This design comes from an exercise in tuning for small area and a short achievable clock period on the open sky130 flow, not from production work. Function was checked by simulation only, so behaviour that the tests miss may differ from the original. No activity file was given, so power comes from the tool's default toggle rates.

==> flow/design.v (excerpt) <==
module byte_fifo
  (
   input              clk,
   input              rst_n,
   input              sync_rst,
   input              input_data_valid,
   input  [4:0]       num_bytes_taken_from_fifo,
   input  [127:0]     input_data,
   input  [4:0]       num_bytes_in,
   output             data_valid,
   output reg [5:0]   num_bytes,
   output [127:0]     data
   );
   reg [3:0]   rp;       
   reg [3:0]   wp;       
   reg [3:0]   rp_lo;    
   reg [3:0]   rp_hi;    
   reg [3:0]   wp_lo;    
   reg [3:0]   wp_hi;    
   reg [127:0] mem_a;    
   reg [127:0] mem_b;    
   wire [4:0] t   = num_bytes_taken_from_fifo;
   wire [4:0] nin = input_data_valid ? num_bytes_in : 5'd0;
   wire [6:0] left   = {1'b0, num_bytes} - {2'b00, t};
   wire       t_le_n = !left[6];
   assign data_valid = (t != 5'd0) && t_le_n;
   wire [5:0] cnt_keep = num_bytes + {1'b0, nin};
   wire [5:0] cnt_take = num_bytes + {1'b0, nin} - {1'b0, t};
   wire [4:0] rp_take  = {1'b0, rp} + t;    
   wire [3:0] rp_nxt = sync_rst ? 4'd0 : t_le_n ? rp_take[3:0] : rp;
  ...
Size in the first run: about 3000 cells after synthesis.
==> flow/config.mk <==
export PLATFORM = sky130hd
export DESIGN_NAME = byte_fifo
export DESIGN_NICKNAME = byte_fifo
export VERILOG_FILES = /design/flow/design.v
export SDC_FILE = /design/flow/constraint.sdc
export NUM_CORES = 4
export LEC_CHECK = 0
export CAP_MARGIN = 20
export CORE_MARGIN = 2
export CORE_UTILIZATION = 30
export PLACE_DENSITY = 0.7
export SETUP_SLACK_MARGIN = 2
export SLEW_MARGIN = 20
==> flow/constraint.sdc <==
create_clock -name core_clock -period 5.5 [get_ports {clk}]
set_input_delay 1.1000 -clock core_clock [delete_from_list [all_inputs] [get_ports {clk}]]
set_output_delay 1.1000 -clock core_clock [all_outputs]
set_load 0.01 [all_outputs]
standard.sh (not shown) runs the stock make flow with config.mk's settings and CLKGATE_MAP_FILE= SYNTH_SCRIPT=/design/flow/synth_recipe.tcl, a recipe that flattens the netlist after the stock synthesis.
==> flow/flow/run.sh <==
#!/bin/bash
# Standard layout, with plain buf_1 cells as the port buffers.
set -euo pipefail
bash standard.sh "BUFFER_PORTS_ARGS=-buffer_cell sky130_fd_sc_hd__buf_1" finish > standard.log 2>&1
Change:
Settings changed: PLACE_DENSITY 0.7 to 0.8.
Wire length is lower by about 0.8%.
Design area barely changes.
Clock skew hardly moves.
Critical path depth stays the same.
Flip-flop and latch count does not change.
Change:
Settings changed: PLACE_DENSITY 0.8 to not set.
Routed wire length is higher by 3.0%.
Worst hold slack hardly moves.
Final cell count is higher by 0.56%.

========
== job 101 ==
The RTL this note starts from:
==> flow/design.v <==
module byte_fifo
  (
   input              clk,
   input              rst_n,
   input              sync_rst,
   input              input_data_valid,
   input  [4:0]       num_bytes_taken_from_fifo,
   input  [127:0]     input_data,
   input  [4:0]       num_bytes_in,
   output             data_valid,
   output reg [5:0]   num_bytes,
   output [127:0]     data
   );
   reg [3:0]   rp;       
   reg [3:0]   wp;       
   reg [3:0]   rp_lo;    
   reg [3:0]   rp_hi;    
   reg [3:0]   wp_lo;    
   reg [3:0]   wp_hi;    
   reg [127:0] mem_a;    
   reg [127:0] mem_b;    
   wire [4:0] t   = num_bytes_taken_from_fifo;
   wire [4:0] nin = input_data_valid ? num_bytes_in : 5'd0;
   wire [6:0] left = {1'b0, num_bytes} - {2'b00, t};
   assign data_valid = (t != 5'd0) && !left[6];
   wire [5:0] cnt_keep = num_bytes + {1'b0, nin};
   wire [5:0] cnt_take = num_bytes + {1'b0, nin} - {1'b0, t};
   wire [4:0] rp_take  = {1'b0, rp} + t;    
   wire [3:0] rp_nxt = sync_rst ? 4'd0 : data_valid ? rp_take[3:0] : rp;
   wire [3:0] wp_nxt = sync_rst ? 4'd0 : wp + nin[3:0];
   function [3:0] onehot2;
      input [1:0] v;
      onehot2 = 4'b0001 << v;
   endfunction
   always @(posedge clk or negedge rst_n)
     if (~rst_n) begin
        num_bytes <= 6'd0;
        rp        <= 4'd0;
        wp        <= 4'd0;
        rp_lo     <= 4'b0001;
        rp_hi     <= 4'b0001;
        wp_lo     <= 4'b0001;
        wp_hi     <= 4'b0001;
     end else begin
        num_bytes <= sync_rst ? 6'd0 : data_valid ? cnt_take : cnt_keep;
        rp        <= rp_nxt;
        wp        <= wp_nxt;
        rp_lo     <= onehot2(rp_nxt[1:0]);
        rp_hi     <= onehot2(rp_nxt[3:2]);
        wp_lo     <= onehot2(wp_nxt[1:0]);
        wp_hi     <= onehot2(wp_nxt[3:2]);
     end
   wire [15:0] ge_rp, lt_wp, lt_re;
   genvar g, l, i;
   generate
      for (l = 0; l < 16; l = l + 1) begin : g_therm
         assign ge_rp[l] = (rp <= l);
         assign lt_wp[l] = (wp > l);
         assign lt_re[l] = (rp_take[3:0] > l);
      end
   endgenerate
   wire        wrap_w = (wp < rp);
   wire [15:0] extra  = wrap_w ? (ge_rp | lt_wp) : (ge_rp & lt_wp);
   wire [15:0] rd_int = rp_take[4] ? (ge_rp | lt_re) : (ge_rp & lt_re);
   wire [127:0] wr1, wr2;
   generate
      for (l = 0; l < 16; l = l + 1) begin : g_wrot
         wire [7:0] s1 [0:3];
         wire [7:0] s2 [0:3];
         for (i = 0; i < 4; i = i + 1) begin : g_way
            assign s1[i] = input_data[8*((l - i + 16) % 16) +: 8] & {8{wp_lo[i]}};
            assign s2[i] = wr1[8*((l - 4*i + 16) % 16) +: 8] & {8{wp_hi[i]}};
         end
         assign wr1[8*l +: 8] = s1[0] | s1[1] | s1[2] | s1[3];
         assign wr2[8*l +: 8] = s2[0] | s2[1] | s2[2] | s2[3];
      end
   endgenerate
   wire ge16 = num_bytes[5] | num_bytes[4];
   generate
      for (l = 0; l < 16; l = l + 1) begin : g_lane
         wire       empty = ~ge16 & ~extra[l];
         wire       full  = num_bytes[5] | (num_bytes[4] & extra[l]);
         wire       load  = data_valid & rd_int[l] | empty;
         wire [7:0] din   = wr2[8*l +: 8];
         always @(posedge clk) begin
            mem_a[8*l +: 8] <= (din & {8{load & ~full}})
                             | (mem_b[8*l +: 8] & {8{load & full}})
                             | (mem_a[8*l +: 8] & {8{~load}});
            if (load | ~full) mem_b[8*l +: 8] <= din;
         end
      end
   endgenerate
   wire [127:0] rd1, rd2;
   generate
      for (l = 0; l < 16; l = l + 1) begin : g_rrot
         wire [7:0] s1 [0:3];
         wire [7:0] s2 [0:3];
         for (i = 0; i < 4; i = i + 1) begin : g_way
            assign s1[i] = mem_a[8*((l + i) % 16) +: 8] & {8{rp_lo[i]}};
            assign s2[i] = rd1[8*((l + 4*i) % 16) +: 8] & {8{rp_hi[i]}};
         end
         assign rd1[8*l +: 8] = s1[0] | s1[1] | s1[2] | s1[3];
         assign rd2[8*l +: 8] = s2[0] | s2[1] | s2[2] | s2[3];
      end
   endgenerate
   assign data = rd2;
endmodule
Settings: LEC_CHECK=0, CAP_MARGIN=20, CORE_MARGIN=2, CORE_UTILIZATION=30, SETUP_SLACK_MARGIN=2.25, SLEW_MARGIN=20; clock period 5.5 ns.
Scripts as last shown in full above: flow/flow/run.sh
Changes in job 102 relative to job 101:
# job 101
export LEC_CHECK = 0
export CAP_MARGIN = 20
export CORE_MARGIN = 2
export CORE_UTILIZATION = 30
export SETUP_SLACK_MARGIN = 2.25
export SLEW_MARGIN = 20
create_clock -name core_clock -period 5.5 [get_ports {clk}]
# job 102
export LEC_CHECK = 0
export CAP_MARGIN = 20
export CORE_MARGIN = 2
export CORE_UTILIZATION = 30
export SETUP_SLACK_MARGIN = 1.5
export SLEW_MARGIN = 20
create_clock -name core_clock -period 5.5 [get_ports {clk}]
==> flow/run.sh (new file) <==
#!/bin/bash
# synth_recipe.tcl (not shown) runs the flow's synth.tcl, then flattens the netlist and writes it again
# the make line also repeats each setting of config.mk as NAME=value (left out here)
make -C /OpenROAD-flow-scripts/flow DESIGN_CONFIG=/design/flow/config.mk WORK_HOME=/design/flow/orfs CLKGATE_MAP_FILE= SYNTH_SCRIPT=/design/flow/synth_recipe.tcl finish
removed: flow/flow/run.sh
removed: flow/standard.sh
## What came out
- Combinational group share of total power (lower): job 102
- Looking at final worst hold slack across both flows, job 102 is the stronger of the two, with job 101 trailing.
- Job 101 → job 102: power now sits lower; area taken by flip-flops and latches now sits at about the same level; overall track demand over capacity in global routing now sits lower.
Relative to job 102, the following input files were edited for job 103:
# job 102
export LEC_CHECK = 0
export CAP_MARGIN = 20
export CORE_MARGIN = 2
export CORE_UTILIZATION = 30
export SETUP_SLACK_MARGIN = 1.5
export SLEW_MARGIN = 20
create_clock -name core_clock -period 5.5 [get_ports {clk}]
# job 103
export LEC_CHECK = 0
export CAP_MARGIN = 20
export CORE_MARGIN = 2
export CORE_UTILIZATION = 30
export SETUP_SLACK_MARGIN = 2
export SLEW_MARGIN = 20
create_clock -name core_clock -period 5.5 [get_ports {clk}]
==> flow/flow/run.sh (new file) <==
#!/bin/bash
# Standard layout, with plain buf_1 cells as the port buffers.
set -euo pipefail
bash standard.sh "BUFFER_PORTS_ARGS=-buffer_cell sky130_fd_sc_hd__buf_1" finish > standard.log 2>&1
==> flow/standard.sh (new file) <==
#!/bin/bash
# synth_recipe.tcl (not shown) runs the flow's synth.tcl, then flattens the netlist and writes it again
# the make line also repeats each setting of config.mk as NAME=value (left out here)
make -C /OpenROAD-flow-scripts/flow DESIGN_CONFIG=/design/flow/config.mk WORK_HOME=/design/flow/orfs CLKGATE_MAP_FILE= SYNTH_SCRIPT=/design/flow/synth_recipe.tcl "${@:-finish}"
removed: flow/run.sh
==> run summary <==
Summary — wire length of the first global-routing pass, job 103 relative to job 102: higher, by 1.9%.
Compared job 103 against job 102; total clock network power within noise.
Compared with job 102, job 103 shows worst setup slack after layout higher by 0.43 ns.
Row design area: job 103 lower / job 102 higher
Period utilization in job 103 vs job 102: down 7.9 points
Sort job 103 and job 102 by routed wire length asc -> top: job 102
The via count reported for job 103 is higher than the one for job 102.
Changes observed in job 103 relative to job 102: utilization lost 1.7 points; total power went down by 3.9%; number of cells on the critical path +1.
#### Input delta (job 104 over job 103)
==> flow/run.sh (new file) <==
#!/bin/bash
# synth_recipe.tcl (not shown) runs the flow's synth.tcl, then flattens the netlist and writes it again
# the make line also repeats each setting of config.mk as NAME=value (left out here)
make -C /OpenROAD-flow-scripts/flow DESIGN_CONFIG=/design/flow/config.mk WORK_HOME=/design/flow/orfs CLKGATE_MAP_FILE= SYNTH_SCRIPT=/design/flow/synth_recipe.tcl finish
removed: flow/flow/run.sh
removed: flow/standard.sh
Findings:
Job 104 did not stop at any stage, and its layout met the timing, DRC and antenna checks. The higher critical path depth came out of job 104. Looking at job 104 and job 103, the total instance count after detailed placement is a wash. After detailed routing, job 103 needs less wire than job 104. Job 104 vs job 103: number of fill cells down in job 104. Sort job 104 and job 103 by insertion delay of the later-clocked pin in the worst-skew pair, descending, and job 103 comes first. Compared to job 103, job 104 reaches a lower achievable clock. Detailed route, job 104 vs job 103: via total higher for job 104.

[re-timing with driven ports]
In the flow no input, the clock included, has a driving cell. The finished layouts below were timed again as built, in two steps. Step 1 assumes that a clkbuf_16 drives the clock port and a buf_2 every other input. Step 2 also shifts input and output timing later by t, the mid clock arrival at the registers, as if the neighbouring blocks saw the same clock. Slacks: ideal / step 1 / step 2; pairs: ideal / step 1.
run | t (ns) | setup WS [ns] | worst setup path after step 2 | slew at the worst register clock pin (ns)
the first run of note 1 | 0.629 | 1.874 / 1.819 / 1.291 | input to register | 0.07 / 0.07
the second run of note 1 | 0.621 | 2.047 / 1.991 / 1.511 | input to register | 0.07 / 0.07
the third run of note 1 | 0.635 | 2.018 / 1.959 / 1.423 | input to register | 0.07 / 0.07
job 101 | 0.630 | 1.995 / 1.937 / 1.677 | input to register | 0.07 / 0.07
job 102 | 0.638 | 1.574 / 1.511 / 1.312 | input to register | 0.07 / 0.07
job 103 | 0.639 | 2.007 / 1.950 / 1.479 | input to register | 0.07 / 0.07
job 104 | 0.626 | 1.920 / 1.859 / 1.537 | input to register | 0.07 / 0.07
After both steps setup and hold are still met in every run listed. The setup slack of the third run of note 1, which loses most, moves by -0.059 ns with the drivers and by -0.595 ns with both steps.
